Context: an optimization exercise on an open-source flow, tuned for small area, a short achievable clock period and few clock cycles. The choices shown serve that exercise and are no tape-out recipe.
The RTL was checked by simulation tests, not by an equivalence proof against the original design.
Power figures rest on the tool's default switching activity, not on a simulated workload.

## projeto
module projeto(
    input ck,
    input inicio,
    input rst,
    input [15:0] X,
    input [15:0] A,
    input [15:0] B,
    input [15:0] C,
    output pronto,
    output overflow,
    output [15:0] resultado
);
Size in the first run: ~34 flip-flops, roughly 85 I/O pins, about 4800 um^2 of cells after synthesis.
Settings: LEC_CHECK=0, CAP_MARGIN=20, CORE_MARGIN=2, CORE_UTILIZATION=70, CTS_BUF_LIST=sky130_fd_sc_hd__clkbuf_4 sky130_fd_sc_hd__clkbuf_8, SETUP_SLACK_MARGIN=4.7, SLEW_MARGIN=20; clock period 9.5 ns.
standard.sh (not shown) runs the stock make flow with config.mk's settings and CLKGATE_MAP_FILE= SYNTH_SCRIPT=/design/flow/synth_recipe.tcl, a recipe that flattens the netlist after the stock synthesis.
==> flow/flow/run.sh <==
#!/bin/bash
# The standard layout (standard.sh) with these changes:
#  - the multiply-add tree, module mac, is laid out from flow/mac_cells.v, the
#    same circuit as mac in rtl/ula.v built from cells by hand (both are
#    generated by gen/mkhand.py), so that its partial products are single
#    NAND gates feeding full-adder cells of inverted polarity;
#  - synthesis skips Yosys's early "abc -fast" (SYNTH_ARGS=-noabc);
#  - port buffers use the smallest buffer, but for the X ports (buf_4).
# Registers and their names are those of the standard synthesis.
set -euo pipefail
export SYNTH_ARGS="-noabc"
export BUFFER_PORTS_ARGS="-buffer_cell sky130_fd_sc_hd__buf_1"
# ... except the X ports, whose buffers drive many gates (flow/xbuf.tcl)
export POST_GLOBAL_PLACE_TCL="$PWD/flow/xbuf.tcl"
# design.v with module mac replaced by the cell-level one
awk '/^module mac\(/ {skip = 1} !skip {print} skip && /^endmodule/ {skip = 0}' design.v > design_cells.v
grep -q '^module mac(' design_cells.v && { echo "module mac still in design_cells.v"; exit 1; }
cat flow/mac_cells.v >> design_cells.v
sed "s#CLKGATE_MAP_FILE= #CLKGATE_MAP_FILE= VERILOG_FILES=$PWD/design_cells.v #" standard.sh > standard_cells.sh
grep -q "VERILOG_FILES=$PWD/design_cells.v" standard_cells.sh
bash standard_cells.sh > standard.log 2>&1
Other scripts of this flow, unchanged in this note and not shown: flow/flow/mac_cells.v, flow/flow/xbuf.tcl
Testbench counts at the start, summed over its fixed seeds: cycles 4,800.
Edit:
CORE_UTILIZATION = 60   (was 70)
- clock-buffer cell count does not change
- flip-flop and latch count stays the same
- routed wire length falls by 0.98%
- die area rises by 16%
- worst hold slack improved by 0.024 ns
- non-clock buffer count rises by 4
- area after synthesis is unchanged
- worst setup slack got worse by 0.0038 ns
- register-to-register slack stays flat
- global-route usage falls by 4.3 points
- synthesized cell count is unchanged
Edit:
SETUP_SLACK_MARGIN = 4.0   (was 4.7)
=>
- clock-buffer cell count does not change
- setup slack is worse by 0.21 ns
- sequential power is about the same
- utilization came out lower by 1.4 points
- clock power is about the same
- fmax came out lower by 4.2%
- die area stays the same
- via count came out higher by 1.1%
Edit:
--- a/flow/flow/run.sh
+++ b/flow/flow/run.sh
@@ -6,3 +6,5 @@
 #    NAND gates feeding full-adder cells of inverted polarity;
-#  - synthesis skips Yosys's early "abc -fast" (SYNTH_ARGS=-noabc);
+#  - synthesis skips Yosys's early "abc -fast" (SYNTH_ARGS=-noabc), and its
+#    extract_fa looks for full adders only (flow/synth_fa.tcl), leaving the
+#    carry-propagate adder to abc;
 #  - port buffers use the smallest buffer, but for the X ports (buf_4).
@@ -18,4 +20,5 @@
 cat flow/mac_cells.v >> design_cells.v
-sed "s#CLKGATE_MAP_FILE= #CLKGATE_MAP_FILE= VERILOG_FILES=$PWD/design_cells.v #" standard.sh > standard_cells.sh
+sed "s#CLKGATE_MAP_FILE= #CLKGATE_MAP_FILE= VERILOG_FILES=$PWD/design_cells.v #; s#SYNTH_SCRIPT=[^ ]*#SYNTH_SCRIPT=$PWD/flow/synth_fa.tcl#" standard.sh > standard_cells.sh
 grep -q "VERILOG_FILES=$PWD/design_cells.v" standard_cells.sh
+grep -q "SYNTH_SCRIPT=$PWD/flow/synth_fa.tcl" standard_cells.sh
 bash standard_cells.sh > standard.log 2>&1
==> flow/flow/synth_fa.tcl (new file) <==
proc synth {args} { yosys synth -nofsm -noshare {*}$args }
proc extract_fa {args} { yosys extract_fa -fa }
source $::env(SCRIPTS_DIR)/synth.tcl
# left out here: clear keep_hierarchy, flatten, clean up, hide names made inside functions, write 1_2_yosys.v
Effect: The changed run ran to the end with no violations. Critical path depth went up by 4. First-iteration DRC count went down by 17%. Maximum frequency went down by 7.3%. Flip-flop and latch count does not change. Utilization went down by 1.1 points. Routed wire length went up by 13%. Power went up by 7.2%. Die area went up by 2.8%. Register-to-register slack gets worse by 0.47 ns.
Edit:
--- a/flow/flow/run.sh
+++ b/flow/flow/run.sh
@@ -6,5 +6,3 @@
 #    NAND gates feeding full-adder cells of inverted polarity;
-#  - synthesis skips Yosys's early "abc -fast" (SYNTH_ARGS=-noabc), and its
-#    extract_fa looks for full adders only (flow/synth_fa.tcl), leaving the
-#    carry-propagate adder to abc;
+#  - synthesis skips Yosys's early "abc -fast" (SYNTH_ARGS=-noabc);
 #  - port buffers use the smallest buffer, but for the X ports (buf_4).
@@ -20,5 +18,4 @@
 cat flow/mac_cells.v >> design_cells.v
-sed "s#CLKGATE_MAP_FILE= #CLKGATE_MAP_FILE= VERILOG_FILES=$PWD/design_cells.v #; s#SYNTH_SCRIPT=[^ ]*#SYNTH_SCRIPT=$PWD/flow/synth_fa.tcl#" standard.sh > standard_cells.sh
+sed "s#CLKGATE_MAP_FILE= #CLKGATE_MAP_FILE= VERILOG_FILES=$PWD/design_cells.v #" standard.sh > standard_cells.sh
 grep -q "VERILOG_FILES=$PWD/design_cells.v" standard_cells.sh
-grep -q "SYNTH_SCRIPT=$PWD/flow/synth_fa.tcl" standard_cells.sh
 bash standard_cells.sh > standard.log 2>&1
SETUP_SLACK_MARGIN = 5.0   (was 4.0)
removed: flow/flow/synth_fa.tcl
What happened: Via count decreases by 2.7%; clock power drops by about 10%; setup slack improves by 0.67 ns; die area shrinks by 2.8%.
Edit:
SETUP_SLACK_MARGIN = 4.5   (was 5.0)
After rerunning:
- clock skew hardly moves
- hold slack improved by 0.013 ns
- total power is lower by 12%
- core utilization decreases by 4.8 points
- design area falls by 6.7%
- routed wire length decreases by 9.8%
- clock-buffer cell count does not change

========
Setup of the baseline:
projeto, a different RTL version from the one above (not shown whole).
Size: ~29 flip-flops, roughly 85 I/O pins.
Settings: LEC_CHECK=0, CAP_MARGIN=20, CORE_MARGIN=2, CORE_UTILIZATION=60, CTS_BUF_LIST=sky130_fd_sc_hd__clkbuf_4, SETUP_SLACK_MARGIN=3.8, SLEW_MARGIN=20; clock period 9.5 ns.
==> flow/flow/run.sh <==
#!/bin/bash
# The standard layout (standard.sh) with these changes:
#  - the multiply-add tree, module mac, is laid out from flow/mac_cells.v, the
#    same circuit as mac in rtl/ula.v built from cells by hand (both are
#    generated by gen/mkhand.py), so that its partial products are single
#    NAND gates feeding full-adder cells of inverted polarity;
#  - synthesis skips Yosys's early "abc -fast" (SYNTH_ARGS=-noabc);
#  - port buffers use the smallest buffer.
# Registers and their names are those of the standard synthesis.
set -euo pipefail
export SYNTH_ARGS="-noabc"
export BUFFER_PORTS_ARGS="-buffer_cell sky130_fd_sc_hd__buf_1"
# design.v with module mac replaced by the cell-level one
awk '/^module mac\(/ {skip = 1} !skip {print} skip && /^endmodule/ {skip = 0}' design.v > design_cells.v
grep -q '^module mac(' design_cells.v && { echo "module mac still in design_cells.v"; exit 1; }
cat flow/mac_cells.v >> design_cells.v
sed "s#CLKGATE_MAP_FILE= #CLKGATE_MAP_FILE= VERILOG_FILES=$PWD/design_cells.v #" standard.sh > standard_cells.sh
grep -q "VERILOG_FILES=$PWD/design_cells.v" standard_cells.sh
bash standard_cells.sh > standard.log 2>&1
Other scripts of this flow, unchanged in this note and not shown: flow/flow/mac_cells.v
Testbench counts of the baseline, summed over its fixed seeds: cycles 4,800.
Input changes introduced in the candidate (baseline for comparison: the baseline):
# the baseline
export LEC_CHECK = 0
export CAP_MARGIN = 20
export CORE_MARGIN = 2
export CORE_UTILIZATION = 60
export CTS_BUF_LIST = sky130_fd_sc_hd__clkbuf_4
export SETUP_SLACK_MARGIN = 3.8
export SLEW_MARGIN = 20
create_clock -name core_clock -period 9.5 [get_ports {ck}]
# the candidate
export LEC_CHECK = 0
export CAP_MARGIN = 20
export CORE_MARGIN = 2
export CORE_UTILIZATION = 60
export CTS_BUF_LIST = sky130_fd_sc_hd__clkbuf_4
export SLEW_MARGIN = 20
create_clock -name core_clock -period 9.5 [get_ports {ck}]
- The candidate finished every step from synthesis to the final layout, and the layout passed the timing, DRC and antenna checks.
- The higher buffering overhead came out of the baseline.
- Summary — total wire length, the candidate relative to the baseline: lower, by 430 um.
- [compare] base=the baseline new=the candidate: count of multi-input combinational gates did not really move, slack of the critical path went down, power drawn by the sequential cells did not really move, final core utilization went down, switching part of the total did not really move.
- Critical-path maximum fanout | the candidate below the baseline
- Compared the candidate against the baseline; sequential share of cell area within noise.
- Of the candidate and the baseline, the baseline shows the higher detail-routed via count per cell, with the candidate below it.
- NOTE met2 wirelength from detailed routing the baseline->the candidate decreased by a few percent

========
Another version of the RTL of projeto (not shown whole).
Size in the first run: ~26 flip-flops, ~4600 um2 of cells after synthesis.
Settings: LEC_CHECK=0, CAP_MARGIN=20, CORE_MARGIN=2, CORE_UTILIZATION=60, CTS_BUF_LIST=sky130_fd_sc_hd__clkbuf_4 sky130_fd_sc_hd__clkbuf_8, SETUP_SLACK_MARGIN=3.8, SLEW_MARGIN=20; clock period 9.5 ns.
Scripts as last shown in full above: flow/flow/run.sh
Other scripts of this flow, unchanged in this note and not shown: flow/flow/mac_cells.v
Testbench counts at the start, summed over its fixed seeds: cycles 4,800.
==> next run, changes <==
--- a/flow/flow/run.sh
+++ b/flow/flow/run.sh
@@ -8 +8 @@
-#  - port buffers use the smallest buffer.
+#  - port buffers use the smallest buffer, but for the X ports (buf_4).
@@ -12,0 +13,2 @@
+# ... except the X ports, whose buffers drive many gates (flow/xbuf.tcl)
+export POST_GLOBAL_PLACE_TCL="$PWD/flow/xbuf.tcl"
==> flow/flow/xbuf.tcl (new file) <==
set db [ord::get_db]
set block [ord::get_db_block]
set big [$db findMaster sky130_fd_sc_hd__buf_4]
foreach bterm [$block getBTerms] {
  if { ![string match {X\[*} [$bterm getName]] } { continue }
  set net [$bterm getNet]
  foreach iterm [$net getITerms] {
    set inst [$iterm getInst]
    if { [string match sky130_fd_sc_hd__buf_* [[$inst getMaster] getName]] } {
      $inst swapMaster $big
      puts "xbuf: [$inst getName] of [$bterm getName] -> sky130_fd_sc_hd__buf_4"
    }
  }
}
--- a/flow/config.mk
+++ b/flow/config.mk
@@ -10 +10 @@
-export CORE_UTILIZATION = 60
+export CORE_UTILIZATION = 75
@@ -12 +12 @@
-export SETUP_SLACK_MARGIN = 3.8
+export SETUP_SLACK_MARGIN = 4.0
Effect: The changed run finished clean. Setup slack gains 0.19 ns. Sequential share of layout area shrinks by 0.17 points. Utilization grows by 17 points. Final area grows by 1.6%. Power grows by 5.0%. Maximum frequency grows by 3.4%. Via count grows by 6.0%. Routed wire length grows by 6.7%. Clock power grows by about 2%.
==> next run, changes <==
--- a/flow/config.mk
+++ b/flow/config.mk
@@ -10 +10 @@
-export CORE_UTILIZATION = 75
+export CORE_UTILIZATION = 60
Effect:
- The new run finished with timing, DRC and antenna clean
- maximum frequency came out higher slightly
- combinational power came out lower by a few percent
- setup slack improves by 0.048 ns
- final area came out higher slightly
- wire length came out lower by a few percent
- via count came out lower by a few percent
- total power came out lower by a few percent
- flip-flop and latch count stays the same
- non-clock buffer count came out higher by 4
- final cell count came out higher by a few percent

==> re-timing with driven ports <==
In the flow no input, the clock included, has a driving cell. The finished layouts below were timed again as built, in two steps.
Step 1 sets driving cells, clkbuf_16 on the clock port and buf_2 on the other inputs (assumed; they add their load-dependent delay and slew).
Step 2 moves the port delays by t, midway between the first and last clock arrival at a register: inputs arrive t later, outputs are due t later. That takes back most of the time a late clock gives input paths.
Slacks: no drivers / after step 1 / after step 2; pairs: no drivers / after step 1.
run | t (ns) | setup slack, ns | worst register clock-pin slew, ns | cell pins on the clock port's net
the first run of note 1 | 0.320 | 4.805 / 4.797 / 4.478 | 0.08 / 0.08 | 1
the second run of note 1 | 0.316 | 4.802 / 4.811 / 4.495 | 0.07 / 0.07 | 1
the third run of note 1 | 0.315 | 4.593 / 4.601 / 4.286 | 0.07 / 0.07 | 1
the fourth run of note 1 | 0.308 | 4.205 / 4.205 / 4.180 | 0.07 / 0.07 | 1
the fifth run of note 1 | 0.321 | 4.872 / 4.870 / 4.549 | 0.08 / 0.08 | 1
the sixth run of note 1 | 0.316 | 4.647 / 4.655 / 4.340 | 0.07 / 0.07 | 1
the baseline | 0.357 | 3.936 / 3.941 / 3.584 | 0.11 / 0.11 | 1
the candidate | 0.354 | 3.650 / 3.658 / 3.304 | 0.11 / 0.11 | 1
the first run of note 3 | 0.308 | 3.882 / 3.890 / 3.582 | 0.10 / 0.10 | 1
the second run of note 3 | 0.305 | 4.069 / 4.073 / 3.767 | 0.10 / 0.10 | 1
the third run of note 3 | 0.302 | 4.117 / 4.127 / 3.825 | 0.10 / 0.10 | 1
After both steps every run listed still meets setup and hold. The setup slack of the baseline, which loses most, moves by +0.005 ns with the drivers and by -0.352 ns with both steps.
